What follows belongs to an exercise in optimizing a design on an open flow for small area, a short achievable clock period and few clock cycles per item; a production flow would make more cautious choices.
The RTL was checked by simulation tests, not by an equivalence proof against the original design.
Power is estimated from default activity; no workload was simulated.

<file path="flow/config.mk">
export PLATFORM = sky130hd
export DESIGN_NAME = popcount256
export DESIGN_NICKNAME = popcount256
export VERILOG_FILES = /design/flow/design.v
export SDC_FILE = /design/flow/constraint.sdc
export NUM_CORES = 4
export LEC_CHECK = 0
export CAP_MARGIN = 20
export CORE_MARGIN = 2
export CORE_UTILIZATION = 55
export SLEW_MARGIN = 20
export SYNTH_HIERARCHICAL = 1
export BUFFER_PORTS_ARGS = -buffer_cell sky130_fd_sc_hd__buf_1
export CTS_ARGS = -sink_clustering_enable -repair_clock_nets -dont_use_dummy_load -buf_list "sky130_fd_sc_hd__clkbuf_4 sky130_fd_sc_hd__clkbuf_8"
</file>
<file path="flow/constraint.sdc">
create_clock -name core_clock -period 9.5 [get_ports {clk_i}]
set_input_delay 1.9000 -clock core_clock [delete_from_list [all_inputs] [get_ports {clk_i}]]
set_output_delay 1.9000 -clock core_clock [all_outputs]
set_load 0.01 [all_outputs]
</file>
<file path="flow/design.v">
module popcount_pipe (
  input  logic         clk_i,
  input  logic [255:0] data_i,
  output logic [8:0]   count_o
);
  logic s0_1;
  logic c0_2;
  logic s0_3;
  logic c0_4;
  logic s0_5;
  logic c0_6;
  logic s0_7;
  logic c0_8;
  logic s0_9;
  logic c0_10;
  logic s0_11;
  logic c0_12;
  logic s0_13;
  logic c0_14;
  logic s0_15;
  logic c0_16;
  logic s0_17;
  logic c0_18;
  logic s0_19;
  logic c0_20;
  logic s0_21;
  logic c0_22;
  logic s0_23;
  logic c0_24;
  logic s0_25;
  logic c0_26;
  logic s0_27;
  logic c0_28;
  logic s0_29;
  logic c0_30;
  logic s0_31;
  logic c0_32;
  logic s0_33;
  logic c0_34;
  logic s0_35;
  logic c0_36;
  logic s0_37;
  logic c0_38;
  logic s0_39;
  logic c0_40;
  logic s0_41;
  logic c0_42;
  logic s0_43;
  logic c0_44;
  logic s0_45;
  logic c0_46;
  logic s0_47;
  logic c0_48;
  logic s0_49;
  logic c0_50;
  logic s0_51;
  logic c0_52;
  logic s0_53;
  logic c0_54;
  logic s0_55;
  logic c0_56;
  logic s0_57;
  logic c0_58;
  logic s0_59;
  logic c0_60;
  logic s0_61;
  logic c0_62;
  logic s0_63;
  logic c0_64;
  logic s0_65;
  logic c0_66;
  logic s0_67;
  logic c0_68;
  logic s0_69;
  logic c0_70;
  logic s0_71;
  logic c0_72;
  logic s0_73;
  logic c0_74;
  logic s0_75;
  logic c0_76;
  logic s0_77;
  logic c0_78;
  logic s0_79;
  logic c0_80;
  logic s0_81;
  logic c0_82;
  logic s0_83;
  logic c0_84;
  logic s0_85;
  logic c0_86;
  logic s0_87;
  logic c0_88;
  logic s0_89;
  logic c0_90;
  logic s0_91;
  logic c0_92;
  logic s0_93;
  logic c0_94;
  logic s0_95;
  logic c0_96;
  logic s0_97;
  logic c0_98;
  logic s0_99;
  logic c0_100;
  logic s0_101;
  logic c0_102;
  logic s0_103;
  logic c0_104;
  logic s0_105;
  logic c0_106;
  logic s0_107;
  logic c0_108;
  logic s0_109;
  logic c0_110;
  logic s0_111;
  logic c0_112;
  logic s0_113;
  logic c0_114;
  logic s0_115;
  logic c0_116;
  logic s0_117;
  logic c0_118;
  logic s0_119;
  logic c0_120;
  logic s0_121;
  logic c0_122;
  logic s0_123;
  logic c0_124;
  logic s0_125;
  logic c0_126;
  logic s0_127;
  logic c0_128;
  logic s0_129;
  logic c0_130;
  logic s0_131;
  logic c0_132;
  logic s0_133;
  logic c0_134;
  logic s0_135;
  logic c0_136;
  logic s0_137;
  logic c0_138;
  logic s0_139;
  logic c0_140;
  logic s0_141;
  logic c0_142;
  logic s0_143;
  logic c0_144;
  logic s0_145;
  logic c0_146;
  logic s0_147;
  logic c0_148;
  logic s0_149;
  logic c0_150;
  logic s0_151;
  logic c0_152;
  logic s0_153;
  logic c0_154;
  logic s0_155;
  logic c0_156;
  logic s0_157;
  logic c0_158;
  logic s0_159;
  logic c0_160;
  logic s0_161;
  logic c0_162;
  logic s0_163;
  logic c0_164;
  logic s0_165;
  logic c0_166;
  logic s0_167;
  logic c0_168;
  logic s0_169;
  logic c0_170;
  logic s0_171;
  logic c0_172;
  logic s0_173;
  logic c0_174;
  logic s0_175;
  logic c0_176;
  logic s0_177;
  logic c0_178;
  logic s0_179;
  logic c0_180;
  logic s0_181;
  logic c0_182;
  logic s0_183;
  logic c0_184;
  logic s0_185;
  logic c0_186;
  logic s0_187;
  logic c0_188;
  logic s0_189;
  logic c0_190;
  logic s0_191;
  logic c0_192;
  logic s0_193;
  logic c0_194;
  logic s0_195;
  logic c0_196;
  logic s0_197;
  logic c0_198;
  logic s0_199;
  logic c0_200;
  logic s0_201;
  logic c0_202;
  logic s0_203;
  logic c0_204;
  logic s0_205;
  logic c0_206;
  logic s0_207;
  logic c0_208;
  logic s0_209;
  logic c0_210;
  logic s0_211;
  logic c0_212;
  logic s0_213;
  logic c0_214;
  logic s0_215;
  logic c0_216;
  logic s0_217;
  logic c0_218;
  logic s0_219;
  logic c0_220;
  logic s0_221;
  logic c0_222;
  logic s0_223;
  logic c0_224;
  logic s0_225;
  logic c0_226;
  logic s0_227;
  logic c0_228;
  logic s0_229;
  logic c0_230;
  logic s0_231;
  logic c0_232;
  logic s0_233;
  logic c0_234;
  logic s0_235;
  logic c0_236;
  logic s0_237;
  logic c0_238;
  logic s0_239;
  logic c0_240;
  logic s0_241;
  logic c0_242;
  logic s0_243;
  logic c0_244;
  logic s0_245;
  logic c0_246;
  logic s0_247;
  logic c0_248;
  logic s0_249;
  logic c0_250;
  logic s0_251;
  logic c0_252;
  logic s0_253;
  logic c0_254;
  logic s0_255;
  logic c0_256;
  logic s0_257;
  logic c0_258;
  logic s0_259;
  logic c0_260;
  logic s0_261;
  logic c0_262;
  logic s0_263;
  logic c0_264;
  logic s0_265;
  logic c0_266;
  logic s0_267;
  logic c0_268;
  logic s0_269;
  logic c0_270;
  logic s0_271;
  logic c0_272;
  logic s0_273;
  logic c0_274;
  logic s0_275;
  logic c0_276;
  logic s0_277;
  logic c0_278;
  logic s0_279;
  logic c0_280;
  logic s0_281;
  logic c0_282;
  logic [114:0] p0_q;
  logic s1_283;
  logic c1_284;
  logic s1_285;
  logic c1_286;
  logic s1_287;
  logic c1_288;
  logic s1_289;
  logic c1_290;
  logic s1_291;
  logic c1_292;
  logic s1_293;
  logic c1_294;
  logic s1_295;
  logic c1_296;
  logic s1_297;
  logic c1_298;
  logic s1_299;
  logic c1_300;
  logic s1_301;
  logic c1_302;
  logic s1_303;
  logic c1_304;
  logic s1_305;
  logic c1_306;
  logic s1_307;
  logic c1_308;
  logic s1_309;
  logic c1_310;
  logic s1_311;
  logic c1_312;
  logic s1_313;
  logic c1_314;
  logic s1_315;
  logic c1_316;
  logic s1_317;
  logic c1_318;
  logic s1_319;
  logic c1_320;
  logic s1_321;
  logic c1_322;
  logic s1_323;
  logic c1_324;
  logic s1_325;
  logic c1_326;
  logic s1_327;
  logic c1_328;
  logic s1_329;
  logic c1_330;
  logic s1_331;
  logic c1_332;
  logic s1_333;
  logic c1_334;
  logic s1_335;
  logic c1_336;
  logic s1_337;
  logic c1_338;
  logic s1_339;
  logic c1_340;
  logic s1_341;
  logic c1_342;
  logic s1_343;
  logic c1_344;
  logic s1_345;
  logic c1_346;
  logic s1_347;
  logic c1_348;
  logic s1_349;
  logic c1_350;
  logic s1_351;
  logic c1_352;
  logic s1_353;
  logic c1_354;
  logic s1_355;
  logic c1_356;
  logic s1_357;
  logic c1_358;
  logic s1_359;
  logic c1_360;
  logic s1_361;
  logic c1_362;
  logic s1_363;
  logic c1_364;
  logic s1_365;
  logic c1_366;
  logic s1_367;
  logic c1_368;
  logic s1_369;
  logic c1_370;
  logic s1_371;
  logic c1_372;
  logic s1_373;
  logic c1_374;
  logic s1_375;
  logic c1_376;
  logic s1_377;
  logic c1_378;
  logic s1_379;
  logic c1_380;
  logic s1_381;
  logic c1_382;
  logic s1_383;
  logic c1_384;
  logic s1_385;
  logic c1_386;
  logic s1_387;
  logic c1_388;
  logic s1_389;
  logic c1_390;
  logic s1_391;
  logic c1_392;
  logic s1_393;
  logic c1_394;
  logic s1_395;
  logic c1_396;
  logic s1_397;
  logic c1_398;
  logic s1_399;
  logic c1_400;
  logic s1_401;
  logic c1_402;
  logic s1_403;
  logic c1_404;
  logic s1_405;
  logic c1_406;
  logic s1_407;
  logic c1_408;
  logic s1_409;
  logic c1_410;
  logic s1_411;
  logic c1_412;
  logic s1_413;
  logic c1_414;
  logic s1_415;
  logic c1_416;
  logic s1_417;
  logic c1_418;
  logic s1_419;
  logic c1_420;
  logic s1_421;
  logic c1_422;
  logic s1_423;
  logic c1_424;
  logic s1_425;
  logic c1_426;
  logic s1_427;
  logic c1_428;
  logic s1_429;
  logic c1_430;
  logic s1_431;
  logic c1_432;
  logic s1_433;
  logic c1_434;
  logic s1_435;
  logic c1_436;
  logic s1_437;
  logic c1_438;
  logic s1_439;
  logic c1_440;
  logic s1_441;
  logic c1_442;
  logic s1_443;
  logic c1_444;
  logic s1_445;
  logic c1_446;
  logic s1_447;
  logic c1_448;
  logic s1_449;
  logic c1_450;
  logic s1_451;
  logic c1_452;
  logic s1_453;
  logic c1_454;
  logic s1_455;
  logic c1_456;
  logic s1_457;
  logic c1_458;
  logic s1_459;
  logic c1_460;
  logic [25:0] p1_q;
  logic s2_461;
  logic c2_462;
  logic s2_463;
  logic c2_464;
  logic s2_465;
  logic c2_466;
  logic s2_467;
  logic c2_468;
  logic s2_469;
  logic c2_470;
  logic s2_471;
  logic c2_472;
  logic s2_473;
  logic c2_474;
  logic s2_475;
  logic c2_476;
  logic s2_477;
  logic c2_478;
  logic s2_479;
  logic c2_480;
  logic s2_481;
  logic c2_482;
  logic s2_483;
  logic c2_484;
  logic s2_485;
  logic c2_486;
  logic s2_487;
  logic c2_488;
  logic s2_489;
  logic c2_490;
  logic [10:0] p2_q;
  logic s3_491;
  logic c3_492;
  logic s3_493;
  logic c3_494;
  logic [8:0] row_a, row_b;
  fa u_fa2 (.a(data_i[0]), .b(data_i[1]), .c(data_i[2]), .s(s0_1), .co(c0_2));
  fa u_fa4 (.a(data_i[3]), .b(data_i[4]), .c(data_i[5]), .s(s0_3), .co(c0_4));
  fa u_fa6 (.a(data_i[6]), .b(data_i[7]), .c(data_i[8]), .s(s0_5), .co(c0_6));
  fa u_fa8 (.a(data_i[9]), .b(data_i[10]), .c(data_i[11]), .s(s0_7), .co(c0_8));
  fa u_fa10 (.a(data_i[12]), .b(data_i[13]), .c(data_i[14]), .s(s0_9), .co(c0_10));
  fa u_fa12 (.a(data_i[15]), .b(data_i[16]), .c(data_i[17]), .s(s0_11), .co(c0_12));
  fa u_fa14 (.a(data_i[18]), .b(data_i[19]), .c(data_i[20]), .s(s0_13), .co(c0_14));
  fa u_fa16 (.a(data_i[21]), .b(data_i[22]), .c(data_i[23]), .s(s0_15), .co(c0_16));
  fa u_fa18 (.a(data_i[24]), .b(data_i[25]), .c(data_i[26]), .s(s0_17), .co(c0_18));
  fa u_fa20 (.a(data_i[27]), .b(data_i[28]), .c(data_i[29]), .s(s0_19), .co(c0_20));
  fa u_fa22 (.a(data_i[30]), .b(data_i[31]), .c(data_i[32]), .s(s0_21), .co(c0_22));
  fa u_fa24 (.a(data_i[33]), .b(data_i[34]), .c(data_i[35]), .s(s0_23), .co(c0_24));
  fa u_fa26 (.a(data_i[36]), .b(data_i[37]), .c(data_i[38]), .s(s0_25), .co(c0_26));
  fa u_fa28 (.a(data_i[39]), .b(data_i[40]), .c(data_i[41]), .s(s0_27), .co(c0_28));
  fa u_fa30 (.a(data_i[42]), .b(data_i[43]), .c(data_i[44]), .s(s0_29), .co(c0_30));
  fa u_fa32 (.a(data_i[45]), .b(data_i[46]), .c(data_i[47]), .s(s0_31), .co(c0_32));
  fa u_fa34 (.a(data_i[48]), .b(data_i[49]), .c(data_i[50]), .s(s0_33), .co(c0_34));
  fa u_fa36 (.a(data_i[51]), .b(data_i[52]), .c(data_i[53]), .s(s0_35), .co(c0_36));
  fa u_fa38 (.a(data_i[54]), .b(data_i[55]), .c(data_i[56]), .s(s0_37), .co(c0_38));
  fa u_fa40 (.a(data_i[57]), .b(data_i[58]), .c(data_i[59]), .s(s0_39), .co(c0_40));
  fa u_fa42 (.a(data_i[60]), .b(data_i[61]), .c(data_i[62]), .s(s0_41), .co(c0_42));
  fa u_fa44 (.a(data_i[63]), .b(data_i[64]), .c(data_i[65]), .s(s0_43), .co(c0_44));
  fa u_fa46 (.a(data_i[66]), .b(data_i[67]), .c(data_i[68]), .s(s0_45), .co(c0_46));
  fa u_fa48 (.a(data_i[69]), .b(data_i[70]), .c(data_i[71]), .s(s0_47), .co(c0_48));
  fa u_fa50 (.a(data_i[72]), .b(data_i[73]), .c(data_i[74]), .s(s0_49), .co(c0_50));
  fa u_fa52 (.a(data_i[75]), .b(data_i[76]), .c(data_i[77]), .s(s0_51), .co(c0_52));
  fa u_fa54 (.a(data_i[78]), .b(data_i[79]), .c(data_i[80]), .s(s0_53), .co(c0_54));
  fa u_fa56 (.a(data_i[81]), .b(data_i[82]), .c(data_i[83]), .s(s0_55), .co(c0_56));
  fa u_fa58 (.a(data_i[84]), .b(data_i[85]), .c(data_i[86]), .s(s0_57), .co(c0_58));
  fa u_fa60 (.a(data_i[87]), .b(data_i[88]), .c(data_i[89]), .s(s0_59), .co(c0_60));
  fa u_fa62 (.a(data_i[90]), .b(data_i[91]), .c(data_i[92]), .s(s0_61), .co(c0_62));
  fa u_fa64 (.a(data_i[93]), .b(data_i[94]), .c(data_i[95]), .s(s0_63), .co(c0_64));
  fa u_fa66 (.a(data_i[96]), .b(data_i[97]), .c(data_i[98]), .s(s0_65), .co(c0_66));
  fa u_fa68 (.a(data_i[99]), .b(data_i[100]), .c(data_i[101]), .s(s0_67), .co(c0_68));
  fa u_fa70 (.a(data_i[102]), .b(data_i[103]), .c(data_i[104]), .s(s0_69), .co(c0_70));
  fa u_fa72 (.a(data_i[105]), .b(data_i[106]), .c(data_i[107]), .s(s0_71), .co(c0_72));
  fa u_fa74 (.a(data_i[108]), .b(data_i[109]), .c(data_i[110]), .s(s0_73), .co(c0_74));
  fa u_fa76 (.a(data_i[111]), .b(data_i[112]), .c(data_i[113]), .s(s0_75), .co(c0_76));
  fa u_fa78 (.a(data_i[114]), .b(data_i[115]), .c(data_i[116]), .s(s0_77), .co(c0_78));
  fa u_fa80 (.a(data_i[117]), .b(data_i[118]), .c(data_i[119]), .s(s0_79), .co(c0_80));
  fa u_fa82 (.a(data_i[120]), .b(data_i[121]), .c(data_i[122]), .s(s0_81), .co(c0_82));
  fa u_fa84 (.a(data_i[123]), .b(data_i[124]), .c(data_i[125]), .s(s0_83), .co(c0_84));
  fa u_fa86 (.a(data_i[126]), .b(data_i[127]), .c(data_i[128]), .s(s0_85), .co(c0_86));
  fa u_fa88 (.a(data_i[129]), .b(data_i[130]), .c(data_i[131]), .s(s0_87), .co(c0_88));
  fa u_fa90 (.a(data_i[132]), .b(data_i[133]), .c(data_i[134]), .s(s0_89), .co(c0_90));
  fa u_fa92 (.a(data_i[135]), .b(data_i[136]), .c(data_i[137]), .s(s0_91), .co(c0_92));
  fa u_fa94 (.a(data_i[138]), .b(data_i[139]), .c(data_i[140]), .s(s0_93), .co(c0_94));
  fa u_fa96 (.a(data_i[141]), .b(data_i[142]), .c(data_i[143]), .s(s0_95), .co(c0_96));
  fa u_fa98 (.a(data_i[144]), .b(data_i[145]), .c(data_i[146]), .s(s0_97), .co(c0_98));
  fa u_fa100 (.a(data_i[147]), .b(data_i[148]), .c(data_i[149]), .s(s0_99), .co(c0_100));
  fa u_fa102 (.a(data_i[150]), .b(data_i[151]), .c(data_i[152]), .s(s0_101), .co(c0_102));
  fa u_fa104 (.a(data_i[153]), .b(data_i[154]), .c(data_i[155]), .s(s0_103), .co(c0_104));
  fa u_fa106 (.a(data_i[156]), .b(data_i[157]), .c(data_i[158]), .s(s0_105), .co(c0_106));
  fa u_fa108 (.a(data_i[159]), .b(data_i[160]), .c(data_i[161]), .s(s0_107), .co(c0_108));
  fa u_fa110 (.a(data_i[162]), .b(data_i[163]), .c(data_i[164]), .s(s0_109), .co(c0_110));
  fa u_fa112 (.a(data_i[165]), .b(data_i[166]), .c(data_i[167]), .s(s0_111), .co(c0_112));
  fa u_fa114 (.a(data_i[168]), .b(data_i[169]), .c(data_i[170]), .s(s0_113), .co(c0_114));
  fa u_fa116 (.a(data_i[171]), .b(data_i[172]), .c(data_i[173]), .s(s0_115), .co(c0_116));
  fa u_fa118 (.a(data_i[174]), .b(data_i[175]), .c(data_i[176]), .s(s0_117), .co(c0_118));
  fa u_fa120 (.a(data_i[177]), .b(data_i[178]), .c(data_i[179]), .s(s0_119), .co(c0_120));
  fa u_fa122 (.a(data_i[180]), .b(data_i[181]), .c(data_i[182]), .s(s0_121), .co(c0_122));
  fa u_fa124 (.a(data_i[183]), .b(data_i[184]), .c(data_i[185]), .s(s0_123), .co(c0_124));
  fa u_fa126 (.a(data_i[186]), .b(data_i[187]), .c(data_i[188]), .s(s0_125), .co(c0_126));
  fa u_fa128 (.a(data_i[189]), .b(data_i[190]), .c(data_i[191]), .s(s0_127), .co(c0_128));
  fa u_fa130 (.a(data_i[192]), .b(data_i[193]), .c(data_i[194]), .s(s0_129), .co(c0_130));
  fa u_fa132 (.a(data_i[195]), .b(data_i[196]), .c(data_i[197]), .s(s0_131), .co(c0_132));
  fa u_fa134 (.a(data_i[198]), .b(data_i[199]), .c(data_i[200]), .s(s0_133), .co(c0_134));
  fa u_fa136 (.a(data_i[201]), .b(data_i[202]), .c(data_i[203]), .s(s0_135), .co(c0_136));
  fa u_fa138 (.a(data_i[204]), .b(data_i[205]), .c(data_i[206]), .s(s0_137), .co(c0_138));
  fa u_fa140 (.a(data_i[207]), .b(data_i[208]), .c(data_i[209]), .s(s0_139), .co(c0_140));
  fa u_fa142 (.a(data_i[210]), .b(data_i[211]), .c(data_i[212]), .s(s0_141), .co(c0_142));
  fa u_fa144 (.a(data_i[213]), .b(data_i[214]), .c(data_i[215]), .s(s0_143), .co(c0_144));
  fa u_fa146 (.a(data_i[216]), .b(data_i[217]), .c(data_i[218]), .s(s0_145), .co(c0_146));
  fa u_fa148 (.a(data_i[219]), .b(data_i[220]), .c(data_i[221]), .s(s0_147), .co(c0_148));
  fa u_fa150 (.a(data_i[222]), .b(data_i[223]), .c(data_i[224]), .s(s0_149), .co(c0_150));
  fa u_fa152 (.a(data_i[225]), .b(data_i[226]), .c(data_i[227]), .s(s0_151), .co(c0_152));
  fa u_fa154 (.a(data_i[228]), .b(data_i[229]), .c(data_i[230]), .s(s0_153), .co(c0_154));
  fa u_fa156 (.a(data_i[231]), .b(data_i[232]), .c(data_i[233]), .s(s0_155), .co(c0_156));
  fa u_fa158 (.a(data_i[234]), .b(data_i[235]), .c(data_i[236]), .s(s0_157), .co(c0_158));
  fa u_fa160 (.a(data_i[237]), .b(data_i[238]), .c(data_i[239]), .s(s0_159), .co(c0_160));
  fa u_fa162 (.a(data_i[240]), .b(data_i[241]), .c(data_i[242]), .s(s0_161), .co(c0_162));
  fa u_fa164 (.a(data_i[243]), .b(data_i[244]), .c(data_i[245]), .s(s0_163), .co(c0_164));
  fa u_fa166 (.a(data_i[246]), .b(data_i[247]), .c(data_i[248]), .s(s0_165), .co(c0_166));
  fa u_fa168 (.a(data_i[249]), .b(data_i[250]), .c(data_i[251]), .s(s0_167), .co(c0_168));
  fa u_fa170 (.a(data_i[252]), .b(data_i[253]), .c(data_i[254]), .s(s0_169), .co(c0_170));
  fa u_fa172 (.a(data_i[255]), .b(s0_1), .c(s0_3), .s(s0_171), .co(c0_172));
  fa u_fa174 (.a(s0_5), .b(s0_7), .c(s0_9), .s(s0_173), .co(c0_174));
  fa u_fa176 (.a(s0_11), .b(s0_13), .c(s0_15), .s(s0_175), .co(c0_176));
  fa u_fa178 (.a(s0_17), .b(s0_19), .c(s0_21), .s(s0_177), .co(c0_178));
  fa u_fa180 (.a(s0_23), .b(s0_25), .c(s0_27), .s(s0_179), .co(c0_180));
  fa u_fa182 (.a(s0_29), .b(s0_31), .c(s0_33), .s(s0_181), .co(c0_182));
  fa u_fa184 (.a(s0_35), .b(s0_37), .c(s0_39), .s(s0_183), .co(c0_184));
  fa u_fa186 (.a(s0_41), .b(s0_43), .c(s0_45), .s(s0_185), .co(c0_186));
  fa u_fa188 (.a(s0_47), .b(s0_49), .c(s0_51), .s(s0_187), .co(c0_188));
  fa u_fa190 (.a(s0_53), .b(s0_55), .c(s0_57), .s(s0_189), .co(c0_190));
  fa u_fa192 (.a(s0_59), .b(s0_61), .c(s0_63), .s(s0_191), .co(c0_192));
  fa u_fa194 (.a(s0_65), .b(s0_67), .c(s0_69), .s(s0_193), .co(c0_194));
  fa u_fa196 (.a(s0_71), .b(s0_73), .c(s0_75), .s(s0_195), .co(c0_196));
  fa u_fa198 (.a(s0_77), .b(s0_79), .c(s0_81), .s(s0_197), .co(c0_198));
  fa u_fa200 (.a(s0_83), .b(s0_85), .c(s0_87), .s(s0_199), .co(c0_200));
  fa u_fa202 (.a(s0_89), .b(s0_91), .c(s0_93), .s(s0_201), .co(c0_202));
  fa u_fa204 (.a(s0_95), .b(s0_97), .c(s0_99), .s(s0_203), .co(c0_204));
  fa u_fa206 (.a(s0_101), .b(s0_103), .c(s0_105), .s(s0_205), .co(c0_206));
  fa u_fa208 (.a(s0_107), .b(s0_109), .c(s0_111), .s(s0_207), .co(c0_208));
  fa u_fa210 (.a(s0_113), .b(s0_115), .c(s0_117), .s(s0_209), .co(c0_210));
  fa u_fa212 (.a(s0_119), .b(s0_121), .c(s0_123), .s(s0_211), .co(c0_212));
  fa u_fa214 (.a(s0_125), .b(s0_127), .c(s0_129), .s(s0_213), .co(c0_214));
  fa u_fa216 (.a(s0_131), .b(s0_133), .c(s0_135), .s(s0_215), .co(c0_216));
  fa u_fa218 (.a(s0_137), .b(s0_139), .c(s0_141), .s(s0_217), .co(c0_218));
  fa u_fa220 (.a(s0_143), .b(s0_145), .c(s0_147), .s(s0_219), .co(c0_220));
  fa u_fa222 (.a(s0_149), .b(s0_151), .c(s0_153), .s(s0_221), .co(c0_222));
  fa u_fa224 (.a(s0_155), .b(s0_157), .c(s0_159), .s(s0_223), .co(c0_224));
  fa u_fa226 (.a(s0_161), .b(s0_163), .c(s0_165), .s(s0_225), .co(c0_226));
  fa u_fa228 (.a(c0_2), .b(c0_4), .c(c0_6), .s(s0_227), .co(c0_228));
  fa u_fa230 (.a(c0_8), .b(c0_10), .c(c0_12), .s(s0_229), .co(c0_230));
  fa u_fa232 (.a(c0_14), .b(c0_16), .c(c0_18), .s(s0_231), .co(c0_232));
  fa u_fa234 (.a(c0_20), .b(c0_22), .c(c0_24), .s(s0_233), .co(c0_234));
  fa u_fa236 (.a(c0_26), .b(c0_28), .c(c0_30), .s(s0_235), .co(c0_236));
  fa u_fa238 (.a(c0_32), .b(c0_34), .c(c0_36), .s(s0_237), .co(c0_238));
  fa u_fa240 (.a(c0_38), .b(c0_40), .c(c0_42), .s(s0_239), .co(c0_240));
  fa u_fa242 (.a(c0_44), .b(c0_46), .c(c0_48), .s(s0_241), .co(c0_242));
  fa u_fa244 (.a(c0_50), .b(c0_52), .c(c0_54), .s(s0_243), .co(c0_244));
  fa u_fa246 (.a(c0_56), .b(c0_58), .c(c0_60), .s(s0_245), .co(c0_246));
  fa u_fa248 (.a(c0_62), .b(c0_64), .c(c0_66), .s(s0_247), .co(c0_248));
  fa u_fa250 (.a(c0_68), .b(c0_70), .c(c0_72), .s(s0_249), .co(c0_250));
  fa u_fa252 (.a(c0_74), .b(c0_76), .c(c0_78), .s(s0_251), .co(c0_252));
  fa u_fa254 (.a(c0_80), .b(c0_82), .c(c0_84), .s(s0_253), .co(c0_254));
  fa u_fa256 (.a(c0_86), .b(c0_88), .c(c0_90), .s(s0_255), .co(c0_256));
  fa u_fa258 (.a(c0_92), .b(c0_94), .c(c0_96), .s(s0_257), .co(c0_258));
  fa u_fa260 (.a(c0_98), .b(c0_100), .c(c0_102), .s(s0_259), .co(c0_260));
  fa u_fa262 (.a(c0_104), .b(c0_106), .c(c0_108), .s(s0_261), .co(c0_262));
  fa u_fa264 (.a(c0_110), .b(c0_112), .c(c0_114), .s(s0_263), .co(c0_264));
  fa u_fa266 (.a(c0_116), .b(c0_118), .c(c0_120), .s(s0_265), .co(c0_266));
  fa u_fa268 (.a(c0_122), .b(c0_124), .c(c0_126), .s(s0_267), .co(c0_268));
  fa u_fa270 (.a(c0_128), .b(c0_130), .c(c0_132), .s(s0_269), .co(c0_270));
  fa u_fa272 (.a(c0_134), .b(c0_136), .c(c0_138), .s(s0_271), .co(c0_272));
  fa u_fa274 (.a(c0_140), .b(c0_142), .c(c0_144), .s(s0_273), .co(c0_274));
  fa u_fa276 (.a(c0_146), .b(c0_148), .c(c0_150), .s(s0_275), .co(c0_276));
  fa u_fa278 (.a(c0_152), .b(c0_154), .c(c0_156), .s(s0_277), .co(c0_278));
  fa u_fa280 (.a(c0_158), .b(c0_160), .c(c0_162), .s(s0_279), .co(c0_280));
  fa u_fa282 (.a(c0_164), .b(c0_166), .c(c0_168), .s(s0_281), .co(c0_282));
  fa u_fa284 (.a(p0_q[0]), .b(p0_q[1]), .c(p0_q[2]), .s(s1_283), .co(c1_284));
  fa u_fa286 (.a(p0_q[3]), .b(p0_q[4]), .c(p0_q[5]), .s(s1_285), .co(c1_286));
  fa u_fa288 (.a(p0_q[6]), .b(p0_q[7]), .c(p0_q[8]), .s(s1_287), .co(c1_288));
  fa u_fa290 (.a(p0_q[9]), .b(p0_q[10]), .c(p0_q[11]), .s(s1_289), .co(c1_290));
  fa u_fa292 (.a(p0_q[12]), .b(p0_q[13]), .c(p0_q[14]), .s(s1_291), .co(c1_292));
  fa u_fa294 (.a(p0_q[15]), .b(p0_q[16]), .c(p0_q[17]), .s(s1_293), .co(c1_294));
  fa u_fa296 (.a(p0_q[18]), .b(p0_q[19]), .c(p0_q[20]), .s(s1_295), .co(c1_296));
  fa u_fa298 (.a(p0_q[21]), .b(p0_q[22]), .c(p0_q[23]), .s(s1_297), .co(c1_298));
  fa u_fa300 (.a(p0_q[24]), .b(p0_q[25]), .c(p0_q[26]), .s(s1_299), .co(c1_300));
  fa u_fa302 (.a(p0_q[27]), .b(p0_q[28]), .c(p0_q[29]), .s(s1_301), .co(c1_302));
  fa u_fa304 (.a(s1_283), .b(s1_285), .c(s1_287), .s(s1_303), .co(c1_304));
  fa u_fa306 (.a(s1_289), .b(s1_291), .c(s1_293), .s(s1_305), .co(c1_306));
  fa u_fa308 (.a(s1_295), .b(s1_297), .c(s1_299), .s(s1_307), .co(c1_308));
  fa u_fa310 (.a(s1_301), .b(s1_303), .c(s1_305), .s(s1_309), .co(c1_310));
  fa u_fa312 (.a(p0_q[30]), .b(p0_q[31]), .c(p0_q[32]), .s(s1_311), .co(c1_312));
  fa u_fa314 (.a(p0_q[33]), .b(p0_q[34]), .c(p0_q[35]), .s(s1_313), .co(c1_314));
  fa u_fa316 (.a(p0_q[36]), .b(p0_q[37]), .c(p0_q[38]), .s(s1_315), .co(c1_316));
  fa u_fa318 (.a(p0_q[39]), .b(p0_q[40]), .c(p0_q[41]), .s(s1_317), .co(c1_318));
  fa u_fa320 (.a(p0_q[42]), .b(p0_q[43]), .c(p0_q[44]), .s(s1_319), .co(c1_320));
  fa u_fa322 (.a(p0_q[45]), .b(p0_q[46]), .c(p0_q[47]), .s(s1_321), .co(c1_322));
  fa u_fa324 (.a(p0_q[48]), .b(p0_q[49]), .c(p0_q[50]), .s(s1_323), .co(c1_324));
  fa u_fa326 (.a(p0_q[51]), .b(p0_q[52]), .c(p0_q[53]), .s(s1_325), .co(c1_326));
  fa u_fa328 (.a(p0_q[54]), .b(p0_q[55]), .c(p0_q[56]), .s(s1_327), .co(c1_328));
  fa u_fa330 (.a(p0_q[57]), .b(p0_q[58]), .c(p0_q[59]), .s(s1_329), .co(c1_330));
  fa u_fa332 (.a(p0_q[60]), .b(p0_q[61]), .c(p0_q[62]), .s(s1_331), .co(c1_332));
  fa u_fa334 (.a(p0_q[63]), .b(p0_q[64]), .c(p0_q[65]), .s(s1_333), .co(c1_334));
  fa u_fa336 (.a(p0_q[66]), .b(p0_q[67]), .c(p0_q[68]), .s(s1_335), .co(c1_336));
  fa u_fa338 (.a(p0_q[69]), .b(p0_q[70]), .c(p0_q[71]), .s(s1_337), .co(c1_338));
  fa u_fa340 (.a(p0_q[72]), .b(p0_q[73]), .c(p0_q[74]), .s(s1_339), .co(c1_340));
  fa u_fa342 (.a(p0_q[75]), .b(p0_q[76]), .c(p0_q[77]), .s(s1_341), .co(c1_342));
  fa u_fa344 (.a(p0_q[78]), .b(p0_q[79]), .c(p0_q[80]), .s(s1_343), .co(c1_344));
  fa u_fa346 (.a(p0_q[81]), .b(p0_q[82]), .c(p0_q[83]), .s(s1_345), .co(c1_346));
  fa u_fa348 (.a(p0_q[84]), .b(p0_q[85]), .c(p0_q[86]), .s(s1_347), .co(c1_348));
  fa u_fa350 (.a(c1_284), .b(c1_286), .c(c1_288), .s(s1_349), .co(c1_350));
  fa u_fa352 (.a(c1_290), .b(c1_292), .c(c1_294), .s(s1_351), .co(c1_352));
  fa u_fa354 (.a(c1_296), .b(c1_298), .c(c1_300), .s(s1_353), .co(c1_354));
  fa u_fa356 (.a(c1_302), .b(s1_311), .c(s1_313), .s(s1_355), .co(c1_356));
  fa u_fa358 (.a(s1_315), .b(s1_317), .c(s1_319), .s(s1_357), .co(c1_358));
  fa u_fa360 (.a(s1_321), .b(s1_323), .c(s1_325), .s(s1_359), .co(c1_360));
  fa u_fa362 (.a(s1_327), .b(s1_329), .c(s1_331), .s(s1_361), .co(c1_362));
  fa u_fa364 (.a(s1_333), .b(s1_335), .c(s1_337), .s(s1_363), .co(c1_364));
  fa u_fa366 (.a(s1_339), .b(s1_341), .c(s1_343), .s(s1_365), .co(c1_366));
  fa u_fa368 (.a(s1_345), .b(s1_347), .c(c1_304), .s(s1_367), .co(c1_368));
  fa u_fa370 (.a(s1_349), .b(c1_306), .c(s1_351), .s(s1_369), .co(c1_370));
  fa u_fa372 (.a(c1_308), .b(s1_353), .c(s1_355), .s(s1_371), .co(c1_372));
  fa u_fa374 (.a(s1_357), .b(s1_359), .c(s1_361), .s(s1_373), .co(c1_374));
  fa u_fa376 (.a(s1_363), .b(s1_365), .c(s1_367), .s(s1_375), .co(c1_376));
  fa u_fa378 (.a(c1_310), .b(s1_369), .c(s1_371), .s(s1_377), .co(c1_378));
  fa u_fa380 (.a(p0_q[87]), .b(p0_q[88]), .c(p0_q[89]), .s(s1_379), .co(c1_380));
  fa u_fa382 (.a(p0_q[90]), .b(p0_q[91]), .c(p0_q[92]), .s(s1_381), .co(c1_382));
  fa u_fa384 (.a(p0_q[93]), .b(p0_q[94]), .c(p0_q[95]), .s(s1_383), .co(c1_384));
  fa u_fa386 (.a(p0_q[96]), .b(p0_q[97]), .c(p0_q[98]), .s(s1_385), .co(c1_386));
  fa u_fa388 (.a(p0_q[99]), .b(p0_q[100]), .c(p0_q[101]), .s(s1_387), .co(c1_388));
  fa u_fa390 (.a(p0_q[102]), .b(p0_q[103]), .c(p0_q[104]), .s(s1_389), .co(c1_390));
  fa u_fa392 (.a(p0_q[105]), .b(p0_q[106]), .c(p0_q[107]), .s(s1_391), .co(c1_392));
  fa u_fa394 (.a(p0_q[108]), .b(p0_q[109]), .c(p0_q[110]), .s(s1_393), .co(c1_394));
  fa u_fa396 (.a(p0_q[111]), .b(p0_q[112]), .c(p0_q[113]), .s(s1_395), .co(c1_396));
  fa u_fa398 (.a(p0_q[114]), .b(c1_312), .c(c1_314), .s(s1_397), .co(c1_398));
  fa u_fa400 (.a(c1_316), .b(c1_318), .c(c1_320), .s(s1_399), .co(c1_400));
  fa u_fa402 (.a(c1_322), .b(c1_324), .c(c1_326), .s(s1_401), .co(c1_402));
  fa u_fa404 (.a(c1_328), .b(c1_330), .c(c1_332), .s(s1_403), .co(c1_404));
  fa u_fa406 (.a(c1_334), .b(c1_336), .c(c1_338), .s(s1_405), .co(c1_406));
  fa u_fa408 (.a(c1_340), .b(c1_342), .c(c1_344), .s(s1_407), .co(c1_408));
  fa u_fa410 (.a(c1_346), .b(c1_348), .c(s1_379), .s(s1_409), .co(c1_410));
  fa u_fa412 (.a(s1_381), .b(s1_383), .c(s1_385), .s(s1_411), .co(c1_412));
  fa u_fa414 (.a(s1_387), .b(s1_389), .c(s1_391), .s(s1_413), .co(c1_414));
  fa u_fa416 (.a(s1_393), .b(s1_395), .c(c1_350), .s(s1_415), .co(c1_416));
  fa u_fa418 (.a(c1_352), .b(c1_354), .c(s1_397), .s(s1_417), .co(c1_418));
  fa u_fa420 (.a(c1_356), .b(c1_358), .c(s1_399), .s(s1_419), .co(c1_420));
  fa u_fa422 (.a(c1_360), .b(s1_401), .c(c1_362), .s(s1_421), .co(c1_422));
  fa u_fa424 (.a(s1_403), .b(c1_364), .c(s1_405), .s(s1_423), .co(c1_424));
  fa u_fa426 (.a(c1_366), .b(s1_407), .c(s1_409), .s(s1_425), .co(c1_426));
  fa u_fa428 (.a(s1_411), .b(s1_413), .c(c1_368), .s(s1_427), .co(c1_428));
  fa u_fa430 (.a(s1_415), .b(c1_370), .c(s1_417), .s(s1_429), .co(c1_430));
  fa u_fa432 (.a(c1_372), .b(s1_419), .c(c1_374), .s(s1_431), .co(c1_432));
  fa u_fa434 (.a(s1_421), .b(s1_423), .c(s1_425), .s(s1_433), .co(c1_434));
  fa u_fa436 (.a(c1_380), .b(c1_382), .c(c1_384), .s(s1_435), .co(c1_436));
  fa u_fa438 (.a(c1_386), .b(c1_388), .c(c1_390), .s(s1_437), .co(c1_438));
  fa u_fa440 (.a(c1_392), .b(c1_394), .c(c1_396), .s(s1_439), .co(c1_440));
  fa u_fa442 (.a(c1_398), .b(c1_400), .c(c1_402), .s(s1_441), .co(c1_442));
  fa u_fa444 (.a(c1_404), .b(c1_410), .c(c1_406), .s(s1_443), .co(c1_444));
  fa u_fa446 (.a(c1_408), .b(s1_435), .c(c1_412), .s(s1_445), .co(c1_446));
  fa u_fa448 (.a(s1_437), .b(c1_414), .c(s1_439), .s(s1_447), .co(c1_448));
  fa u_fa450 (.a(c1_416), .b(c1_418), .c(c1_420), .s(s1_449), .co(c1_450));
  fa u_fa452 (.a(s1_441), .b(c1_422), .c(s1_443), .s(s1_451), .co(c1_452));
  fa u_fa454 (.a(c1_424), .b(c1_426), .c(s1_445), .s(s1_453), .co(c1_454));
  fa u_fa456 (.a(c1_436), .b(c1_438), .c(c1_440), .s(s1_455), .co(c1_456));
  fa u_fa458 (.a(c1_442), .b(c1_444), .c(c1_446), .s(s1_457), .co(c1_458));
  fa u_fa460 (.a(s1_455), .b(c1_448), .c(c1_450), .s(s1_459), .co(c1_460));
  fa u_fa462 (.a(p1_q[2]), .b(p1_q[3]), .c(p1_q[4]), .s(s2_461), .co(c2_462));
  fa u_fa464 (.a(p1_q[5]), .b(p1_q[6]), .c(p1_q[7]), .s(s2_463), .co(c2_464));
  fa u_fa466 (.a(p1_q[8]), .b(p1_q[9]), .c(p1_q[10]), .s(s2_465), .co(c2_466));
  fa u_fa468 (.a(c2_462), .b(s2_463), .c(s2_465), .s(s2_467), .co(c2_468));
  fa u_fa470 (.a(p1_q[11]), .b(p1_q[12]), .c(p1_q[13]), .s(s2_469), .co(c2_470));
  fa u_fa472 (.a(p1_q[14]), .b(p1_q[15]), .c(p1_q[16]), .s(s2_471), .co(c2_472));
  fa u_fa474 (.a(p1_q[17]), .b(p1_q[18]), .c(c2_464), .s(s2_473), .co(c2_474));
  fa u_fa476 (.a(c2_466), .b(s2_469), .c(s2_471), .s(s2_475), .co(c2_476));
  fa u_fa478 (.a(s2_473), .b(c2_468), .c(s2_475), .s(s2_477), .co(c2_478));
  fa u_fa480 (.a(p1_q[19]), .b(p1_q[20]), .c(p1_q[21]), .s(s2_479), .co(c2_480));
  fa u_fa482 (.a(p1_q[22]), .b(c2_470), .c(c2_472), .s(s2_481), .co(c2_482));
  fa u_fa484 (.a(s2_479), .b(c2_474), .c(s2_481), .s(s2_483), .co(c2_484));
  fa u_fa486 (.a(c2_476), .b(c2_478), .c(s2_483), .s(s2_485), .co(c2_486));
  fa u_fa488 (.a(p1_q[23]), .b(p1_q[24]), .c(p1_q[25]), .s(s2_487), .co(c2_488));
  fa u_fa490 (.a(c2_480), .b(s2_487), .c(c2_482), .s(s2_489), .co(c2_490));
  fa u_fa492 (.a(p2_q[6]), .b(p2_q[7]), .c(p2_q[8]), .s(s3_491), .co(c3_492));
  fa u_fa494 (.a(p2_q[9]), .b(p2_q[10]), .c(c3_492), .s(s3_493), .co(c3_494));
  assign row_a = {1'b0, c3_494, s3_493, s3_491, p2_q[5], p2_q[4], p2_q[3], p2_q[2], p2_q[0]};
  assign row_b = {1'b0, 1'b0, 1'b0, 1'b0, 1'b0, 1'b0, 1'b0, 1'b0, p2_q[1]};
  assign count_o = row_a + row_b;
  always_ff @(posedge clk_i) begin
    p0_q[0] <= s0_173;
    p0_q[1] <= s0_175;
    p0_q[2] <= s0_177;
    p0_q[3] <= s0_179;
    p0_q[4] <= s0_181;
    p0_q[5] <= s0_183;
    p0_q[6] <= s0_185;
    p0_q[7] <= s0_187;
    p0_q[8] <= s0_189;
    p0_q[9] <= s0_171;
    p0_q[10] <= s0_191;
    p0_q[11] <= s0_193;
    p0_q[12] <= s0_195;
    p0_q[13] <= s0_197;
    p0_q[14] <= s0_199;
    p0_q[15] <= s0_201;
    p0_q[16] <= s0_203;
    p0_q[17] <= s0_205;
    p0_q[18] <= s0_207;
    p0_q[19] <= s0_209;
    p0_q[20] <= s0_211;
    p0_q[21] <= s0_213;
    p0_q[22] <= s0_215;
    p0_q[23] <= s0_217;
    p0_q[24] <= s0_219;
    p0_q[25] <= s0_221;
    p0_q[26] <= s0_223;
    p0_q[27] <= s0_225;
    p0_q[28] <= s0_167;
    p0_q[29] <= s0_169;
    p0_q[30] <= s0_227;
    p0_q[31] <= c0_174;
    p0_q[32] <= s0_229;
    p0_q[33] <= c0_176;
    p0_q[34] <= s0_231;
    p0_q[35] <= c0_178;
    p0_q[36] <= s0_233;
    p0_q[37] <= c0_180;
    p0_q[38] <= s0_235;
    p0_q[39] <= c0_182;
    p0_q[40] <= s0_237;
    p0_q[41] <= c0_184;
    p0_q[42] <= s0_239;
    p0_q[43] <= c0_186;
    p0_q[44] <= s0_241;
    p0_q[45] <= c0_188;
    p0_q[46] <= s0_243;
    p0_q[47] <= c0_190;
    p0_q[48] <= s0_245;
    p0_q[49] <= c0_172;
    p0_q[50] <= c0_192;
    p0_q[51] <= s0_247;
    p0_q[52] <= c0_194;
    p0_q[53] <= s0_249;
    p0_q[54] <= c0_196;
    p0_q[55] <= s0_251;
    p0_q[56] <= c0_198;
    p0_q[57] <= s0_253;
    p0_q[58] <= c0_200;
    p0_q[59] <= s0_255;
    p0_q[60] <= c0_202;
    p0_q[61] <= s0_257;
    p0_q[62] <= c0_204;
    p0_q[63] <= s0_259;
    p0_q[64] <= c0_206;
    p0_q[65] <= s0_261;
    p0_q[66] <= c0_208;
    p0_q[67] <= s0_263;
    p0_q[68] <= c0_210;
    p0_q[69] <= s0_265;
    p0_q[70] <= c0_212;
    p0_q[71] <= s0_267;
    p0_q[72] <= c0_214;
    p0_q[73] <= s0_269;
    p0_q[74] <= c0_216;
    p0_q[75] <= s0_271;
    p0_q[76] <= c0_218;
    p0_q[77] <= s0_273;
    p0_q[78] <= c0_220;
    p0_q[79] <= s0_275;
    p0_q[80] <= c0_222;
    p0_q[81] <= s0_277;
    p0_q[82] <= c0_224;
    p0_q[83] <= s0_279;
    p0_q[84] <= c0_226;
    p0_q[85] <= s0_281;
    p0_q[86] <= c0_170;
    p0_q[87] <= c0_228;
    p0_q[88] <= c0_230;
    p0_q[89] <= c0_232;
    p0_q[90] <= c0_234;
    p0_q[91] <= c0_236;
    p0_q[92] <= c0_238;
    p0_q[93] <= c0_240;
    p0_q[94] <= c0_242;
    p0_q[95] <= c0_244;
    p0_q[96] <= c0_246;
    p0_q[97] <= c0_248;
    p0_q[98] <= c0_250;
    p0_q[99] <= c0_252;
    p0_q[100] <= c0_254;
    p0_q[101] <= c0_256;
    p0_q[102] <= c0_258;
    p0_q[103] <= c0_260;
    p0_q[104] <= c0_262;
    p0_q[105] <= c0_264;
    p0_q[106] <= c0_266;
    p0_q[107] <= c0_268;
    p0_q[108] <= c0_270;
    p0_q[109] <= c0_272;
    p0_q[110] <= c0_274;
    p0_q[111] <= c0_276;
    p0_q[112] <= c0_278;
    p0_q[113] <= c0_280;
    p0_q[114] <= c0_282;
  end
  always_ff @(posedge clk_i) begin
    p1_q[0] <= s1_309;
    p1_q[1] <= s1_307;
    p1_q[2] <= s1_373;
    p1_q[3] <= s1_377;
    p1_q[4] <= s1_375;
    p1_q[5] <= s1_431;
    p1_q[6] <= s1_429;
    p1_q[7] <= s1_427;
    p1_q[8] <= c1_378;
    p1_q[9] <= s1_433;
    p1_q[10] <= c1_376;
    p1_q[11] <= c1_432;
    p1_q[12] <= s1_451;
    p1_q[13] <= s1_449;
    p1_q[14] <= c1_430;
    p1_q[15] <= c1_428;
    p1_q[16] <= c1_434;
    p1_q[17] <= s1_453;
    p1_q[18] <= s1_447;
    p1_q[19] <= c1_452;
    p1_q[20] <= s1_457;
    p1_q[21] <= s1_459;
    p1_q[22] <= c1_454;
    p1_q[23] <= c1_458;
    p1_q[24] <= c1_456;
    p1_q[25] <= c1_460;
  end
  always_ff @(posedge clk_i) begin
    p2_q[0] <= p1_q[0];
    p2_q[1] <= p1_q[1];
    p2_q[2] <= s2_461;
    p2_q[3] <= s2_467;
    p2_q[4] <= s2_477;
    p2_q[5] <= s2_485;
    p2_q[6] <= s2_489;
    p2_q[7] <= c2_484;
    p2_q[8] <= c2_486;
    p2_q[9] <= c2_488;
    p2_q[10] <= c2_490;
  end
endmodule
module fa (
  input  logic a, b, c,
  output logic s, co
);
  assign s  = a ^ b ^ c;
  assign co = (a & b) | (c & (a ^ b));
endmodule
module popcount256 (
  input  logic         clk_i,
  input  logic         rst_ni,
  input  logic         valid_i,
  input  logic [255:0] data_i,
  output logic         valid_o,
  output logic [8:0]   popcount_o
);
  localparam integer Latency = 4;
  logic [8:0] count;
  popcount_pipe u_popcount (
    .clk_i  (clk_i),
    .data_i (data_i),
    .count_o(count)
  );
  logic [Latency-1:0] valid_q;
  always_ff @(posedge clk_i or negedge rst_ni) begin
    if (!rst_ni) begin
      valid_q <= '0;
    end else begin
      valid_q <= {valid_q[Latency-2:0], valid_i};
    end
  end
  assign valid_o = valid_q[Latency-1];
  always_ff @(posedge clk_i) begin
    popcount_o <= count;
  end
endmodule
</file>
<file path="flow/flow/run.sh">
#!/bin/bash
# Own layout flow: the standard ORFS flow (standard.sh, standard synthesis
# unchanged), with sky130 buf_1 cells as the port buffers and a clock tree
# built without dummy balancing loads. Each tool's output is in the ORFS logs
# (orfs/logs/...); make's own output goes to standard.log.
set -euo pipefail
cat >> config.mk <<'EOF2'
export BUFFER_PORTS_ARGS = -buffer_cell sky130_fd_sc_hd__buf_1
export CTS_ARGS = -sink_clustering_enable -repair_clock_nets -dont_use_dummy_load -buf_list "sky130_fd_sc_hd__clkbuf_4 sky130_fd_sc_hd__clkbuf_8"
EOF2
bash standard.sh finish > standard.log 2>&1
</file>
<file path="flow/standard.sh">
#!/bin/bash
# synth_recipe.tcl (not shown) runs the flow's synth.tcl, then flattens the netlist and writes it again
# the make line also repeats each setting of config.mk as NAME=value (left out here)
make -C /OpenROAD-flow-scripts/flow DESIGN_CONFIG=/design/flow/config.mk WORK_HOME=/design/flow/orfs CLKGATE_MAP_FILE= SYNTH_SCRIPT=/design/flow/synth_recipe.tcl "${@:-finish}"
</file>
==> results.toml, run 1 <==
[layout]
n_antenna_cell = 0
final_layout_size_suffix_gt1_frac = 0.0238
nets = 1224
area_growth_pct = 17.6

[synthesis]
syn_area_per_cell_um2 = 19.6
synth-seq-cells = 165
ys_types = 12
yosys.area.top_type = "fa_1"
synth_area_leaders = "fa_1 59%, dfxtp_1 38%, dfrtp_1 1.2%"
synth_nets = 937
synth_top_area_frac = 0.589
syn-cell-area_um2 = 8390
ys.warnings.count = 8
synth_cells = 429
synth_seq_area_share = 0.396

[clock_network]
clk_latency_ns = 0.44
cts_buffers = 17
cts_setup_buffers = 0
clockRootBuffer = "clkbuf_8"
postCtsHoldBufs = 0
cts_tree = "yes"
cts.clk_slew.worst_paths_ns = 0.08
clock_path_buffers = 2
cts.repair.resized = 0
cts.sinks = 165
htreeDepth = 4

[timing]
setup_viol = 0
setup_tns_ns = 0
fmax_mhz = 356
drv_slew = 0
rsz0062_at_grt = "no"
period_share = 0.296
hold_viol_final = 0
max-slew-margin-rel = 0.871
finalCriticalPeriod_ns = 2.81
skew_ns = 0.0304
worst_slew_pin_slew_ns = 0.193

[routing]
finalWirelength_um = 13800
wl_per_cell_um = 15.3
ant_nets = 0
vias = 4144
first_pass_iters = 4
drt_iter0_markers = 106
drc_errors = 0
post_drt_via_cell_ratio = 4.59

[worst_setup_path]
path_class = "flip-flop to primary output"
cp_slowest_cell = "dfrtp_1"
r2r_setup_slack_ns = 6.71
crit_path_start_kind = "flip-flop"
endpoint_kind = "primary output"
crit_fanout = 1
reg2reg_depth = 5
regToRegStartpoint = "u_popcount.p0_q[9]"
crit_arrival_ns = 0.91
cpPeakStageDelay_ns = 0.36
critPathTopFamily = "flip-flops"
required_ns = 7.60
worst_r2r_endpoint = "u_popcount.p1_q[21]"
cp_cell_sequence = "buf_1"
critPathBufInv = 1

[power_and_ir_drop]
p_per_area_nw_per_um2 = 326
leakage_nw = 3.70
power_w = 0.00322
peakVddDrop_mv = 0.146

[placement]
dpl.hpwl_um = 12800
gp_congestion = 0.761
portBuffers = 268

[die]
dieArea_um2 = 16300
pin_count = 269
die_w_um = 128
start_util = 0.558
die_h_um = 128
fp-row-count = 45
core-area_um2 = 15000

[global_route]
grt_pass1_vias = 4983
grt_pass1_wl_um = 23000
globalRouteOverflowTotal = 0
grt_max_degree = 17
antenna_found_initial = 0
grt.total_usage = 0.194

[worst_hold_path]
worstHoldEndpoint = "u_popcount.p2_q[1]"
min_delay_path_depth = 0
min-delay-start = "u_popcount.p1_q[1]"
hp-class = "flip-flop to flip-flop"

[run_status]
outcome = "no timing/DRC/antenna violations"

[flow_run]
cap_viol_max_count = 0
==> power by group <==
| part | internal (W) | switching, W |
|---|---|---|
| Sequential | 0.00100 | 0.000125 |
| Combinational | 0.000840 | 0.000896 |
| Clock | 0.000158 | 0.000203 |
| Total | 0.00200 | 0.00122 |
==> final cells by class <==
type,instances,area [um^2]
Timing Repair Buffer,268,1010
Clock buffer,17,234
Multi-Input combinational cell,264,5070
Sequential cell,165,3320
Fill cell,1148,5160
Tap cell,188,235
==> placed cells by master (no fill, tap or decap), drive strengths merged <==
master | netlist | layout
and4 | 1 | 1
nor2 | 1 | 1
nand2 | 2 | 2
dfrtp | 4 | 4
and3 | 1 | 1
dfxtp | 161 | 161
nand3 | 3 | 3
xnor2 | 5 | 5
nand4 | 1 | 1
ha | 2 | 2
fa | 247 | 247
xor2 | 1 | 1
clkbuf | 0 | 17
buf | 0 | 268
==> cells in the mapped netlist <==
library cell,n
fa_1,247
dfxtp_1,161
xnor2_1,5
dfrtp_1,4
nand3_1,3
ha_1,2
nand2_1,2
and3_1,1
and4_1,1
nand4_1,1
nor2_1,1
xor2_1,1
==> how the worst max path moves through the flow <==
stage                        from            endpoint  slack (ns)  depth (start not counted)
floorplan               data_i[6]  u_popcount.p0_q[0]        6.51                          2
global placement        data_i[0]  u_popcount.p0_q[9]        6.31                          3
detailed placement      data_i[0]  u_popcount.p0_q[9]        6.32                          3
CTS                 popcount_o[7]       popcount_o[7]        6.64                          1
global route        popcount_o[7]       popcount_o[7]        6.62                          1
finish                 valid_q[3]             valid_o        6.69                          1
==> logic make-up after synthesis <==
family	synth area share
fa+ha+maj	0.592
xor+xnor	0.00626
flops	0.396
simple gates	0.00567
==> modules after synthesis, one instance, submodules excluded <==
module,flip-flops and latches,times used,cells inside
fa,0,247,1
popcount_pipe,152,1,169
popcount256,13,1,13
==> layer usage <==
layer | GRT usage | wire length, um | vias up
met4 | 0.0465 | 106 | 0
met1 | 0.258 | 5690 | 2128
met2 | 0.331 | 7270 | 142
met5 | 0 | 0 | -
met3 | 0.0440 | 759 | 6
li1 | - | - | 1868
==> flip-flops by register name, summed over array words and instances, names as in the netlist <==
| name | flops |
|---|---|
| popcount_o | 9 |
| u_popcount.p0_q | 115 |
| u_popcount.p1_q | 26 |
| u_popcount.p2_q | 11 |
| valid_q | 4 |
==> metrics by stage <==
step                utilization  hold slack [ns]  cell area [um^2]  setup WS (ns)  instances
CTS                       0.656            0.320              9870           6.64        902
finish                    0.656            0.317              9870           6.69        902
global placement          0.641            0.315              9630           6.31        885
detailed placement        0.641            0.314              9630           6.32        885
floorplan                     -            0.310              8390           6.51        429
global route              0.656            0.327              9870           6.62        902
Testbench counts, summed over its fixed seeds: cycles 16,024, items 16,000.
==> run 2: changes to the inputs <==
--- a/flow/flow/run.sh
+++ b/flow/flow/run.sh
@@ -6,6 +6,6 @@
 set -euo pipefail
 cat >> config.mk <<'EOF2'
 export BUFFER_PORTS_ARGS = -buffer_cell sky130_fd_sc_hd__buf_1
-export CTS_ARGS = -sink_clustering_enable -repair_clock_nets -dont_use_dummy_load -buf_list "sky130_fd_sc_hd__clkbuf_4 sky130_fd_sc_hd__clkbuf_8"
+export CTS_ARGS = -sink_clustering_enable -repair_clock_nets -dont_use_dummy_load -buf_list sky130_fd_sc_hd__clkbuf_16 -sink_clustering_size 30 -sink_clustering_max_diameter 100
 EOF2
 bash standard.sh finish > standard.log 2>&1
--- a/flow/config.mk
+++ b/flow/config.mk
@@ -11,4 +11,4 @@
 export SLEW_MARGIN = 20
 export SYNTH_HIERARCHICAL = 1
 export BUFFER_PORTS_ARGS = -buffer_cell sky130_fd_sc_hd__buf_1
-export CTS_ARGS = -sink_clustering_enable -repair_clock_nets -dont_use_dummy_load -buf_list "sky130_fd_sc_hd__clkbuf_4 sky130_fd_sc_hd__clkbuf_8"
+export CTS_ARGS = -sink_clustering_enable -repair_clock_nets -dont_use_dummy_load -buf_list sky130_fd_sc_hd__clkbuf_16 -sink_clustering_size 30 -sink_clustering_max_diameter 100
==> run 2 against run 1 <==
Compared with the run above: area after synthesis unchanged; register-to-register slack about the same; critical path depth increased by 4; highest routed layer unchanged; still clean; synthesized cell count unchanged; design area increased by 1.9%; die area unchanged; count of clock-buffer cells in the layout unchanged; sequential share of layout area decreased by 0.64 points; largest power group unchanged; setup slack improved by 0.017 ns; clock power increased by 49%; non-clock buffer count unchanged; via count increased by 0.58%.
==> results.toml, run 2 <==
[run_status]
outcome = "no timing/DRC/antenna violations"

[layout]
n_antenna_cell = 0
top_register = "u_popcount.p0_q"
fin_util = 0.669
fin_cells = 902
nets = 1224
largest_register_ff_count = 115
largestRegisters = "u_popcount.p0_q (115), u_popcount.p1_q (26), u_popcount.p2_q (11)"
final_cell_mix = "268 x buf_1, 247 x fa_1, 161 x dfxtp_1"
mostFrequentLayoutCell = "buf_1"
final_layout_size_suffix_gt1_frac = 0.0238
area_growth_pct = 19.9

[die]
die_w_um = 128
core-area_um2 = 15000
start_util = 0.558
dieArea_um2 = 16300
die_h_um = 128
fp-row-count = 45
pin_count = 269

[worst_hold_path]
min-delay-start = "u_popcount.p1_q[1]"
worstHoldEndpoint = "u_popcount.p2_q[1]"
min_delay_path_depth = 0
hp-class = "flip-flop to flip-flop"

[worst_setup_path]
path_class = "flip-flop to flip-flop"
cp_num_cells = 5
critPathTopFamily = "adder cells"
cpPeakStageDelay_ns = 0.52
r2r_setup_slack_ns = 6.71
crit_path_start_kind = "flip-flop"
required_ns = 9.77
cp_cell_sequence = "fa_1, fa_1, fa_1, fa_1, fa_1"
critPathBufInv = 0
reg2reg_depth = 5
crit_fanout = 1
endpoint_kind = "flip-flop"
crit_arrival_ns = 3.06
path_common_cell = "fa_1"
regToRegStartpoint = "u_popcount.p0_q[9]"
cp_slowest_cell = "fa_1"
worst_r2r_endpoint = "u_popcount.p1_q[21]"

[routing]
drc_errors = 0
post_drt_via_cell_ratio = 4.62
first_pass_iters = 4
drt_iter0_markers = 92
ant_nets = 0
wl_per_cell_um = 15.4
vias = 4168
finalWirelength_um = 13900

[synthesis]
synth_fa_ha_area_frac = 0.592
yosys.area.top_type = "fa_1"
ys.flop_type = "dfxtp_1"
synth-edff-count = 0
synth_commonest_cells = "247 x fa_1, 161 x dfxtp_1, 5 x xnor2_1"
synth-simple-area-share = 0.00566
synth_area_leaders = "fa_1 59%, dfxtp_1 38%, dfrtp_1 1.2%"
async_flop_share = 0.0242
synth_top_family_by_area = "adder cells"
synthXorXnorAreaFrac = 0.00626
ys_types = 12
syn_area_per_cell_um2 = 19.6
synth.most_common_cell = "fa_1"
synth-seq-cells = 165
syn-cell-area_um2 = 8390
synth_compound_area_frac = 0
synth_nets = 937
synth_cells = 429
synth_seq_area_share = 0.396
synth_top_area_frac = 0.589
muxShareOfSynthArea = 0
ys.warnings.count = 8

[power_and_ir_drop]
leakage_nw = 3.78
peakVddDrop_mv = 0.155
power_w = 0.00340
p_per_area_nw_per_um2 = 338

[clock_network]
cts_setup_buffers = 0
clk_latency_ns = 0.42
cts.sinks = 165
clock_path_buffers = 2
clockRootBuffer = "clkbuf_16"
postCtsHoldBufs = 0
cts_buffers = 17
cts.clk_slew.worst_paths_ns = 0.06
htreeDepth = 4
cts_tree = "yes"
cts.repair.resized = 0

[timing]
finalCriticalPeriod_ns = 2.79
worst_slew_pin_slew_ns = 0.188
drv_slew = 0
hold_viol_final = 0
period_share = 0.294
setup_tns_ns = 0
skew_ns = 0.0200
max-slew-margin-rel = 0.875
setup_viol = 0
holdWs_ns = 0.317
fmax_mhz = 358
rsz0062_at_grt = "no"

[placement]
dpl.hpwl_um = 12800
gp_congestion = 0.761
portBuffers = 268
dp_cells = 885

[global_route]
grt_pass1_wl_um = 23200
antenna_found_initial = 0
grt.total_usage = 0.196
grt_max_degree = 17
globalRouteOverflowTotal = 0
grt_pass1_vias = 4997

[flow_run]
cap_viol_max_count = 0
run 2: worst max path at each step:
stage                                  start                  end  slack (ns)
after floorplan                    data_i[6]   u_popcount.p0_q[0]        6.51
after global placement             data_i[0]   u_popcount.p0_q[9]        6.31
after detailed placement           data_i[0]   u_popcount.p0_q[9]        6.32
after CTS                 u_popcount.p0_q[9]  u_popcount.p1_q[21]        6.68
after global routing      u_popcount.p0_q[9]  u_popcount.p1_q[21]        6.62
final                     u_popcount.p0_q[9]  u_popcount.p1_q[21]        6.71
run 2: modules after synthesis (local to each module, per instance):
module         flops+latches  copies in the design  cells inside
popcount_pipe            152                     1           169
popcount256               13                     1            13
fa                         0                   247             1
run 2: power by group:
part | switching [W] | internal, W
clock network | 0.000228 | 0.000310
registers | 0.000125 | 0.00100
logic | 0.000896 | 0.000840
total | 0.00125 | 0.00215
run 2: metrics by stage:
step                setup WS, ns  area, um^2
floorplan                   6.51        8390
global placement            6.31        9630
detailed placement          6.32        9630
CTS                         6.68       10100
global route                6.62       10100
finish                      6.71       10100
run 2: area by class of cell:
| type | count | area, um^2 |
|---|---|---|
| clock buffer | 17 | 425 |
| fill | 1122 | 4970 |
| multi-input combinational | 264 | 5070 |
| sequential | 165 | 3320 |
| tap | 188 | 235 |
| timing repair buffer | 268 | 1010 |
run 2: logic make-up after synthesis:
group                    Yosys count
flip-flops                       165
XOR/XNOR                           6
adder cells (fa/ha/maj)          249
AND/OR/NAND/NOR                    9
run 2: per-layer routing:
| metal | part of all wire | track usage |
|---|---|---|
| met4 | 0.0096 | 0.0504 |
| met3 | 0.052 | 0.0440 |
| met1 | 0.41 | 0.258 |
| met2 | 0.53 | 0.335 |
| met5 | 0 | 0 |
==> run 3: changes to the inputs <==
--- a/flow/flow/run.sh
+++ b/flow/flow/run.sh
@@ -6,6 +6,6 @@
 set -euo pipefail
 cat >> config.mk <<'EOF2'
 export BUFFER_PORTS_ARGS = -buffer_cell sky130_fd_sc_hd__buf_1
-export CTS_ARGS = -sink_clustering_enable -repair_clock_nets -dont_use_dummy_load -buf_list sky130_fd_sc_hd__clkbuf_16 -sink_clustering_size 30 -sink_clustering_max_diameter 100
+export CTS_ARGS = -sink_clustering_enable -repair_clock_nets -dont_use_dummy_load -buf_list sky130_fd_sc_hd__clkbuf_8 -sink_clustering_size 30 -sink_clustering_max_diameter 100 -sink_clustering_levels 1
 EOF2
 bash standard.sh finish > standard.log 2>&1
--- a/flow/config.mk
+++ b/flow/config.mk
@@ -11,4 +11,4 @@
 export SLEW_MARGIN = 20
 export SYNTH_HIERARCHICAL = 1
 export BUFFER_PORTS_ARGS = -buffer_cell sky130_fd_sc_hd__buf_1
-export CTS_ARGS = -sink_clustering_enable -repair_clock_nets -dont_use_dummy_load -buf_list sky130_fd_sc_hd__clkbuf_16 -sink_clustering_size 30 -sink_clustering_max_diameter 100
+export CTS_ARGS = -sink_clustering_enable -repair_clock_nets -dont_use_dummy_load -buf_list sky130_fd_sc_hd__clkbuf_8 -sink_clustering_size 30 -sink_clustering_max_diameter 100 -sink_clustering_levels 1
==> run 3 against run 2 <==
Compared with the run above: still clean on timing, DRC and antenna; combinational power barely moved; worst hold slack barely moved; synthesized cell count did not move; non-clock buffer count did not move; count of clock-buffer cells in the layout did not move; first-iteration DRC count rose by 15%; largest cell class unchanged.
==> results.toml, run 3 <==
[timing]
worst_slew_pin_slew_ns = 0.193
fin_ws_ns = 6.69
hold_viol_final = 0
rsz0062_at_grt = "no"
finalCriticalPeriod_ns = 2.81
max-slew-margin-rel = 0.871
period_share = 0.296
skew_ns = 0.0304
setup_viol = 0
setup_tns_ns = 0
fmax_mhz = 356
drv_slew = 0

[global_route]
grt.total_usage = 0.194
antenna_found_initial = 0
globalRouteOverflowTotal = 0
grt_max_degree = 17
grt_pass1_wl_um = 23000
grt_pass1_vias = 4983

[worst_setup_path]
path_class = "flip-flop to primary output"
cp_slowest_cell = "dfrtp_1"
crit_fanout = 1
cp_cell_sequence = "buf_1"
cpPeakStageDelay_ns = 0.36
crit_path_start_kind = "flip-flop"
required_ns = 7.60
endpoint_kind = "primary output"
critPathBufInv = 1
crit_arrival_ns = 0.91
critPathTopFamily = "flip-flops"

[layout]
nFillCells = 1148
final_layout_size_suffix_gt1_frac = 0.0238
final_cell_mix = "268 x buf_1, 247 x fa_1, 161 x dfxtp_1"
nets = 1224
largestRegisters = "u_popcount.p0_q (115), u_popcount.p1_q (26), u_popcount.p2_q (11)"
n_antenna_cell = 0
largest_register_ff_count = 115
mostFrequentLayoutCell = "buf_1"
fin_util = 0.656
area_growth_pct = 17.6
top_register = "u_popcount.p0_q"

[synthesis]
ys.flop_type = "dfxtp_1"
synth-edff-count = 0
ys_types = 12
yosys.area.top_type = "fa_1"
synthXorXnorAreaFrac = 0.00626
syn_area_per_cell_um2 = 19.6
synth_seq_area_share = 0.396
synth_top_family_by_area = "adder cells"
ys.warnings.count = 8
synth_fa_ha_area_frac = 0.592
async_flop_share = 0.0242
synth_area_leaders = "fa_1 59%, dfxtp_1 38%, dfrtp_1 1.2%"
synth.most_common_cell = "fa_1"
synth_cells = 429
syn-cell-area_um2 = 8390
synth_commonest_cells = "247 x fa_1, 161 x dfxtp_1, 5 x xnor2_1"
synth_nets = 937
synth_top_area_frac = 0.589
muxShareOfSynthArea = 0
synth_compound_area_frac = 0
synth-simple-area-share = 0.00566
synth-seq-cells = 165

[die]
dieArea_um2 = 16300
die_h_um = 128
start_util = 0.558
core-area_um2 = 15000
fp-row-count = 45
pin_count = 269
die_w_um = 128

[routing]
wl_per_cell_um = 15.3
ant_nets = 0
post_drt_via_cell_ratio = 4.59
drc_errors = 0
finalWirelength_um = 13800
vias = 4144
first_pass_iters = 4
drt_iter0_markers = 106

[power_and_ir_drop]
power_w = 0.00322
p_per_area_nw_per_um2 = 326
peakVddDrop_mv = 0.146
leakage_nw = 3.70

[placement]
portBuffers = 268
dpl.hpwl_um = 12800
pre_cts_ws_ns = 6.32
gp_congestion = 0.761

[run_status]
outcome = "no timing/DRC/antenna violations"

[clock_network]
cts_tree = "yes"
cts.repair.resized = 0
cts.sinks = 165
clockRootBuffer = "clkbuf_8"
clk_latency_ns = 0.44
htreeDepth = 4
cts_buffers = 17
cts_setup_buffers = 0
clock_path_buffers = 2
cts.clk_slew.worst_paths_ns = 0.08
postCtsHoldBufs = 0

[flow_run]
cap_viol_max_count = 0

[worst_hold_path]
hp-class = "flip-flop to flip-flop"
[run 3: cell count changes in the layout (fill, tap and decap cells not counted)]
cell and delta:
clkbuf_16 -17, clkbuf_8 +17
[run 3: through the flow]
step / hold WS, ns / area, um^2 / cells
after floorplan: 0.310 / 8390 / 429
after global placement: 0.315 / 9630 / 885
after detailed placement: 0.314 / 9630 / 885
after CTS: 0.320 / 9870 / 902
after global routing: 0.327 / 9870 / 902
final: 0.317 / 9870 / 902
[run 3: layout make-up]
type / instances / area [um^2] / area share
Multi-Input combinational cell: 264 / 5070 / 0.514
Sequential cell: 165 / 3320 / 0.337
Timing Repair Buffer: 268 / 1010 / 0.102
Tap cell: 188 / 235 / 0.0238
Clock buffer: 17 / 234 / 0.0237
[run 3: metal layers]
| metal | vias to the layer above | track usage | routed length, um |
|---|---|---|---|
| li1 | 1868 | - | - |
| met1 | 2128 | 0.258 | 5690 |
| met2 | 142 | 0.331 | 7270 |
| met3 | 6 | 0.0440 | 759 |
| met4 | 0 | 0.0465 | 106 |
| met5 | - | 0 | 0 |
[run 3: path summary, 6_finish.rpt]
path	from	endpoint	slack (ns)	depth (start not counted)
setup / recovery	valid_q[3]	valid_o	6.69	1
hold / removal	u_popcount.p1_q[1]	u_popcount.p2_q[1]	0.32	0
setup reg to reg	u_popcount.p0_q[9]	u_popcount.p1_q[21]	6.71	5
hold reg to reg	u_popcount.p1_q[1]	u_popcount.p2_q[1]	0.32	0
max in group asynchronous	rst_ni	valid_q[3]	8.07	1
min in group asynchronous	rst_ni	valid_q[0]	1.27	1
[run 3: Yosys stat by module (local to each module, per instance)]
| module | copies in the design | flops+latches | cells inside |
|---|---|---|---|
| fa | 247 | 0 | 1 |
| popcount256 | 1 | 13 | 13 |
| popcount_pipe | 1 | 152 | 169 |
[run 3: cell families after synthesis]
group         Yosys count
fa+ha+maj             249
flops                 165
simple gates            9
xor+xnor                6
[run 3: power by group]
part / leakage (nW) / internal (W) / switching [W]
registers: 1.40 / 0.00100 / 0.000125
clock network: 0.122 / 0.000158 / 0.000203
logic: 2.17 / 0.000840 / 0.000896
total: 3.70 / 0.00200 / 0.00122

Check on run 3: ideal ports give 6.691 ns setup slack; a clkbuf_16 on the clock port and buf_2 on the inputs give 6.656 ns; moving port delays by the midpoint clock arrival (0.456 ns) as well gives 6.311 ns.
